Source: an optimization exercise on an open RTL-to-GDS flow (aim: small area). Production flows keep margins and buffers that such runs may drop. Only simulation tests tie the RTL to the original design; equivalence was not proved. Power is estimated from default activity; no workload was simulated.

==> flow/design.v, too long to show whole: its modules and the start of the top module <==
// module Nokia5110: 53 lines
// module NokiaNext: 2121 lines
module Nokia5110 (
	input clk,
	input sys_rst,	 
	input [2:0] stat,
	input [2:0] h,
	input [2:0] e,
	input [2:0] d,
	input calor,
	input frio,
	input cerca,
	input luz,
	input jugar,
	input alimentar,
	input test,
	input reset,
	output reg rst,
	output reg ce,
	output reg dc,
	output reg din,
	output dclk
	);
  // ...
==> flow/flow/run.sh <==
#!/bin/bash
# Layout: the standard flow (standard.sh) with these changes:
# - synthesis: the ABC run maps the logic for area (abc_area.script beside this file:
#   &nf area mapping, then mfs3 don't-care resynthesis)
#   instead of delay, and Yosys does not pre-extract half/full adders (ADDER_MAP_FILE empty);
# - port buffers are buf_1 cells;
# - clock tree built from clkbuf_8 cells, without dummy loads.
# Each step's full output goes to the ORFS logs under orfs/logs, and each make run's to a log here.
set -euo pipefail
W=$(pwd)
rm -rf "$W/scripts_area"
cp -r "$FLOW_HOME/scripts" "$W/scripts_area"
cp "$W/flow/abc_area.script" "$W/scripts_area/abc_area.script"
bash "$W/standard.sh" ABC_AREA=1 ADDER_MAP_FILE= SCRIPTS_DIR="$W/scripts_area" synth > "$W/synth.log" 2>&1
bash "$W/standard.sh" "BUFFER_PORTS_ARGS=-buffer_cell sky130_fd_sc_hd__buf_1" \
	"CTS_ARGS=-sink_clustering_enable -repair_clock_nets -dont_use_dummy_load -buf_list sky130_fd_sc_hd__clkbuf_8" \
	finish > "$W/layout.log" 2>&1
==> flow/flow/abc_area.script <==
strash
&get -n
&nf -R 1000 -p -E 10 -F 10 -A 4
&put
mfs3 -ae
mfs3 -ae
topo
==> flow/standard.sh <==
#!/bin/bash
# synth_recipe.tcl (not shown) runs the flow's synth.tcl, then flattens the netlist and writes it again
# the make line also repeats each setting of config.mk as NAME=value (left out here)
make -C /OpenROAD-flow-scripts/flow DESIGN_CONFIG=/design/flow/config.mk WORK_HOME=/design/flow/orfs CLKGATE_MAP_FILE= SYNTH_SCRIPT=/design/flow/synth_recipe.tcl "${@:-finish}"
==> flow/config.mk <==
export PLATFORM = sky130hd
export DESIGN_NAME = Nokia5110
export DESIGN_NICKNAME = Nokia5110
export VERILOG_FILES = /design/flow/design.v
export SDC_FILE = /design/flow/constraint.sdc
export NUM_CORES = 4
export LEC_CHECK = 0
export CAP_MARGIN = 20
export CELL_PAD_IN_SITES_DETAIL_PLACEMENT = 1
export CELL_PAD_IN_SITES_GLOBAL_PLACEMENT = 1
export CORE_MARGIN = 2
export CORE_UTILIZATION = 40
export GPL_TIMING_DRIVEN = 0
export SLEW_MARGIN = 20
export SYNTH_HIERARCHICAL = 1
==> flow/constraint.sdc <==
create_clock -name core_clock -period 10.0 [get_ports {clk}]
set_input_delay 2.0000 -clock core_clock [delete_from_list [all_inputs] [get_ports {clk}]]
set_output_delay 2.0000 -clock core_clock [all_outputs]
set_load 0.01 [all_outputs]
==> results.txt, run 1 <==
Layout
In the layout the commonest cells are sky130_fd_sc_hd__nand2_1, sky130_fd_sc_hd__nor2_1, sky130_fd_sc_hd__a21oi_1. Measured on the finished design, the core utilization comes to 44.3%. The cell class ranked first by area is multi-input gates. The proportion of cell area occupied by registers is 17.4%. The register with the highest flop count is cnt.

Critical path
The required arrival time at the worst endpoint is 10.18 ns. The arrival time at the worst endpoint is 7.48 ns. The critical path goes through clkinv_1, nor2_2, clkinv_1, o21ai_0, o22ai_1, a221o_1, a311o_1, nor4_1, o2111ai_1, nor3_1, nand3_1, a2111oi_0, a21oi_1, o221ai_1, o21ai_0. The destination of the critical timing path is din. The category of cells accounting for the largest share of critical-path delay is compound AO/OA/AOI/OAI gates.

Outcome
The flow ran to the end and the layout has no timing, DRC or antenna violations.

Global route
The total global routing track utilization is 47.8%. The maximum number of pins on one net before global-route repair is 38. The met3 layer usage reported by global route is 21.9%.

Logic synthesis
The count of warnings emitted by yosys is 7. By area the synthesized netlist is led by sky130_fd_sc_hd__dfxtp_1, sky130_fd_sc_hd__nand2_1, sky130_fd_sc_hd__nor2_1. The synthesized netlist contains 51 unique library cells. Sorting the synthesized cells by how often they occur yields sky130_fd_sc_hd__nand2_1, sky130_fd_sc_hd__nor2_1, sky130_fd_sc_hd__a21oi_1.

The number of enable-type register cells in the synthesized netlist is 0. The async set or reset register ratio after synthesis is 0%.

Floorplan
The die outline area is 11700 sq um. The horizontal die dimension is 108 um. The floorplan step set the die height to 108 um.

After floorplanning, the core was divided into 38 placement rows.

Drt
In the routed design, unresolved DRC markers number 0. The ratio of routed vias to standard cells is 7.78. In the final routing, the length of wire on met1 measures 9710 um. The detail route stage leaves a number of antenna-violating nets equal to 0. In this run the top signal layer used is met4.

Clocking
Clock-pin slew was measured on the worst setup and hold paths at 0.10 ns. Counting the buffers created by CTS gives 5. Post-CTS timing repair inserted 0 buffers for setup.

Worst hold path
The beginning of the worst hold path is l_e[1]. The count of cells along the worst hold path is 1.

Power
The combinational group power is 0.157 mW. Of the total power, the share spent switching nets is 42.9%. In this run, power in flip-flops and latches comes to 0.214 mW. In this run the power density over the cells is 102 nW/um^2. The maximum vdd ir drop is 0.0719 mV.

Placed design
The number of cells after detailed placement is 829.

STA
Once routing completed, OpenROAD measured the worst setup slack at 2.70 ns.

Flow run
Max-cap violations in this run came to 0.
==> inputs of run 2 (changes only) <==
--- a/flow/config.mk
+++ b/flow/config.mk
@@ -7,3 +7,3 @@
 export LEC_CHECK = 0
-export CAP_MARGIN = 20
+export CAP_MARGIN = 30
 export CELL_PAD_IN_SITES_DETAIL_PLACEMENT = 1
@@ -13,3 +13,3 @@
 export GPL_TIMING_DRIVEN = 0
-export SLEW_MARGIN = 20
+export SLEW_MARGIN = 30
 export SYNTH_HIERARCHICAL = 1
==> run 2 against run 1 <==
  * Still clean
  * Via count grew 1.2%
  * Flip-flop and latch count is the same
  * Final cell count unchanged
==> results.txt, run 2 <==
Outcome
The run finished with no timing, DRC or antenna violations.

Layout
The share of cells above drive strength 1 is 2.46%. The post-layout instance count excluding filler cells is 835. Leaving out fill and tap cells, the most frequent cells in the layout are sky130_fd_sc_hd__nand2_1, sky130_fd_sc_hd__nor2_1, sky130_fd_sc_hd__a21oi_1. The library cell used most frequently in the layout, excluding fill and tap cells, is sky130_fd_sc_hd__nand2_1.

The number of flip-flops under the largest register name is 16. The net count of the finished layout is 716. The register with the highest flop count is cnt.

Compared with the post-synthesis result, the final layout area differs by 9.11%.

Critical path
The worst setup path is captured at a flip-flop. The category of the worst setup path launch point is a flip-flop. Counting cells, the worst reg-to-reg path comes to 15.

The endpoint identified for the worst register-to-register timing path is din. The largest driver fanout on the critical path is 37. The required arrival time at the worst endpoint is 10.19 ns (about the same). The start-to-end type of the worst setup path is flip-flop to flip-flop. The setup check on the worst reg-to-reg path leaves a slack of 2.67 ns. The arrival time at the worst endpoint is 7.52 ns (+0.04 ns).

The origin of the critical flop-to-flop path is cnt[7].

Clocking
The post-cts hold buffer count is 0. The maximum count of clock buffers along a single path is 2. The root buffer cell is sky130_fd_sc_hd__clkbuf_8. The number of clock sinks seen by CTS is 41. The number of gates given a new drive strength after cts is 0. TritonCTS built the clock tree. The buffers inserted during post-CTS setup optimization is 0 (unchanged). The number of buffers inserted during clock tree synthesis is 5 (unchanged). The clock transition at the registers of the reported paths is 0.11 ns (about the same). The clock tree synthesis step divided the H-tree into 2 levels.

For the worst-skew pair, the clock arrives at the later sink with an insertion delay of 0.32 ns.

STA
The hold violation count in the final report came to 0. The aggregate negative setup slack is 0 ns. The portion of the clock cycle consumed by the worst path in the final layout is 73.3%. The final worst clock skew is 0.0264 ns. Setup repair after global routing left no endpoint under its margin. Subtracting the final worst setup slack from the clock period gives 7.33 ns. The final max-slew violation count is 0.

The timing-limited maximum frequency is 136 MHz. The final setup violation count is 0. The actual slew at the worst max-slew pin is 1.10 ns.

The worst pin sits at a relative slew slack of 26.0%.

Placed design
Input and output buffers added on the ports amount to 26. The number of cells after detailed placement came to 827 (-0.24%). Routability-driven placement finished with a final weighted congestion of 1.20. Detailed placement ended at an HPWL of 20000 um.

Logic synthesis
In the post-synthesis netlist, the cell with the most instances is sky130_fd_sc_hd__nand2_1. The net count of the mapped netlist is 682. The area of the mapped netlist is 4340 sq um. The share of synthesized area occupied by flip-flops and latches is 18.9%. The async set or reset register ratio after synthesis is 0% (unchanged). Of all cell types, the one taking the most synthesized area is sky130_fd_sc_hd__dfxtp_1. Counting every instance in the synthesized netlist gives 660.

By count the netlist is led by sky130_fd_sc_hd__nand2_1, sky130_fd_sc_hd__nor2_1, sky130_fd_sc_hd__a21oi_1. Of the post-synthesis cell area, the dominant cell type holds 18.9%. The unique cell type count in the Yosys netlist was 51 (unchanged). Synthesis inferred 41 register bits. The leading register cell type out of synthesis is sky130_fd_sc_hd__dfxtp_1. The count of warnings emitted by yosys is 7 (unchanged). The number of enable-type register cells in the synthesized netlist is 0 (unchanged). By area the synthesized netlist is led by sky130_fd_sc_hd__dfxtp_1, sky130_fd_sc_hd__nand2_1, sky130_fd_sc_hd__nor2_1. The average size of a mapped cell is 6.57 sq um.

Worst hold path
The count of cells along the worst hold path is 1 (unchanged). The worst hold-check path type is flip-flop to flip-flop. The terminating pin of the worst hold path is l_e[1]. The beginning of the worst hold path is l_e[1].

Floorplan
The die outline area is 11700 sq um (unchanged). The core box area is 10700 sq um. The horizontal die dimension is 108 um (unchanged). The top-level I/O count is 27.

The standard-cell row count is 38 (unchanged). The die span in y is 108 um (unchanged). The starting density of the core is 40.5%.

Drt
The number of nets with antenna violations after detailed routing is 0 (unchanged). The ratio of routed vias to standard cells is 7.88 (+1.2%). The total via count after detailed routing is 6580.

After detailed routing, the average wire length per cell comes to 32.9 um. The count of unresolved DRC violations after routing is 0 (unchanged). For this block, the routed nets add up to 27500 um of wire. The detailed router's first-iteration violation count is 1255. The first TritonRoute pass finished after 8 iterations.

Global route
The number of global-route vias before repair was 6277. The total global routing track utilization is 48.3% (+0.46 points). The initial antenna violation count is 1. The wire length of the first global-routing pass is 40700 um. The maximum number of pins on one net before global-route repair is 38 (unchanged). The total grt overflow is 0.

Power
The maximum vdd ir drop is 0.0738 mV (+2.6%). The reported leakage power is 1.53 nW. The power density over the cells came to 104 nW/um^2 (+1.6%).

Summing internal, switching and leakage power gives 0.490 mW.

Flow run
The number of maximum-capacitance violations was 0 (unchanged).
[run 2: changes by cell type in the layout (fill, tap and decap cells not counted), sizes merged]
cell	change
buf	-2
diode	+2
[run 2: logic make-up (layout without fill, tap and decap cells)]
group           Yosys count  count (layout)  synth area share [%]
other cells               0               3                     0
flops                    41              41                  18.9
mux                      23              23                  5.86
xor+xnor                 11              11                  2.22
simple gates            319             319                  35.1
compound gates          232             232                  35.0
buf+inv                  34              66                  2.94
[run 2: worst max-delay path by stage]
| stage | startpoint | to | slack [ns] | cells past startpoint |
|---|---|---|---|---|
| floorplan | cnt[7] | din | 5.24 | 15 |
| global placement | cnt[7] | din | 2.07 | 15 |
| detailed placement | cnt[7] | din | 3.40 | 15 |
| CTS | cnt[7] | din | 3.37 | 15 |
| global route | cnt[7] | din | 2.65 | 15 |
| finish | cnt[7] | din | 2.67 | 15 |
[run 2: through the flow]
| step | hold slack, ns | worst slack, ns | area [sq um] | util, % |
|---|---|---|---|---|
| 2_1_floorplan | 0.425 | 5.24 | 4340 | - |
| 3_5_place_dp | 0.441 | 3.40 | 4650 | 43.5 |
| 3_3_place_gp | 0.432 | 2.07 | 4610 | 43.1 |
| 5_1_grt | 0.478 | 2.65 | 4730 | 44.2 |
| 4_1_cts | 0.459 | 3.37 | 4720 | 44.1 |
| 6_report | 0.457 | 2.67 | 4730 | 44.2 |
[run 2: worst max-delay path, cell delays in order, from the launching register on]
cell,delay [ns]
sky130_fd_sc_hd__dfxtp_2,0.89
sky130_fd_sc_hd__clkinv_1,0.90
sky130_fd_sc_hd__nor2_2,0.99
sky130_fd_sc_hd__clkinv_1,0.68
sky130_fd_sc_hd__o21ai_0,0.48
sky130_fd_sc_hd__o22ai_1,0.24
sky130_fd_sc_hd__a221o_1,0.36
sky130_fd_sc_hd__a311o_1,0.42
sky130_fd_sc_hd__nor4_1,0.57
sky130_fd_sc_hd__o2111ai_1,0.30
sky130_fd_sc_hd__nor3_1,0.24
sky130_fd_sc_hd__nand3_1,0.10
sky130_fd_sc_hd__a2111oi_0,0.45
sky130_fd_sc_hd__a21oi_1,0.18
sky130_fd_sc_hd__o221ai_1,0.26
sky130_fd_sc_hd__o21ai_0,0.12
[run 2: modules after synthesis (local to each module, per instance)]
module | cells | copies in the design | flops+latches
NokiaNext | 619 | 1 | 0
Nokia5110 | 41 | 1 | 41
[run 2: power by group]
group          switching [mW]  internal, mW
registers              0.0303         0.184
clock network          0.0739        0.0456
logic                   0.111        0.0452
total                   0.216         0.275
[run 2: cell type report]
| cell class | count | area (sq um) |
|---|---|---|
| timing repair buffer | 27 | 105 |
| tap | 140 | 175 |
| inverter | 34 | 128 |
| multi-input combinational | 585 | 3420 |
| antenna | 3 | 7.51 |
| fill | 1450 | 5960 |
| sequential | 41 | 826 |
| clock buffer | 5 | 68.8 |
[run 2: metal layers]
| metal | vias to the layer above | GRT usage, % | part of all wire [%] | wire (um) |
|---|---|---|---|---|
| met3 | 255 | 20.0 | 15 | 4180 |
| met2 | 703 | 69.1 | 39 | 10800 |
| met4 | 0 | 31.2 | 9.6 | 2640 |
| li1 | 2602 | - | - | - |
| met5 | - | 0 | 0 | 0 |
| met1 | 3020 | 59.3 | 36 | 9870 |

==> port drivers added, routing unchanged <==
No port has a modelled driver above. Below, the same layouts with a new extraction and two added sets of constraints. Step 1 sets driving cells, clkbuf_16 on the clock port and buf_2 on the other inputs (assumed; they add their load-dependent delay and slew). Step 2 also shifts input and output timing later by t, the mid clock arrival at the registers, as if the neighbouring blocks saw the same clock. Slacks: ideal ports / drivers / drivers and shift; pairs: ideal ports / drivers.
| run | t (ns) | setup WS [ns] | clock arrival spread, ns | slew at the worst register clock pin (ns) | worst data-port slew with drivers (ns) |
|---|---|---|---|---|---|
| run 1 | 0.337 | 2.698 / 2.698 / 2.698 | 0.028 / 0.028 | 0.10 / 0.10 | 0.03 |
| run 2 | 0.346 | 2.671 / 2.671 / 2.671 | 0.027 / 0.026 | 0.11 / 0.11 | 0.03 |
After both steps setup and hold are still met in every run listed.
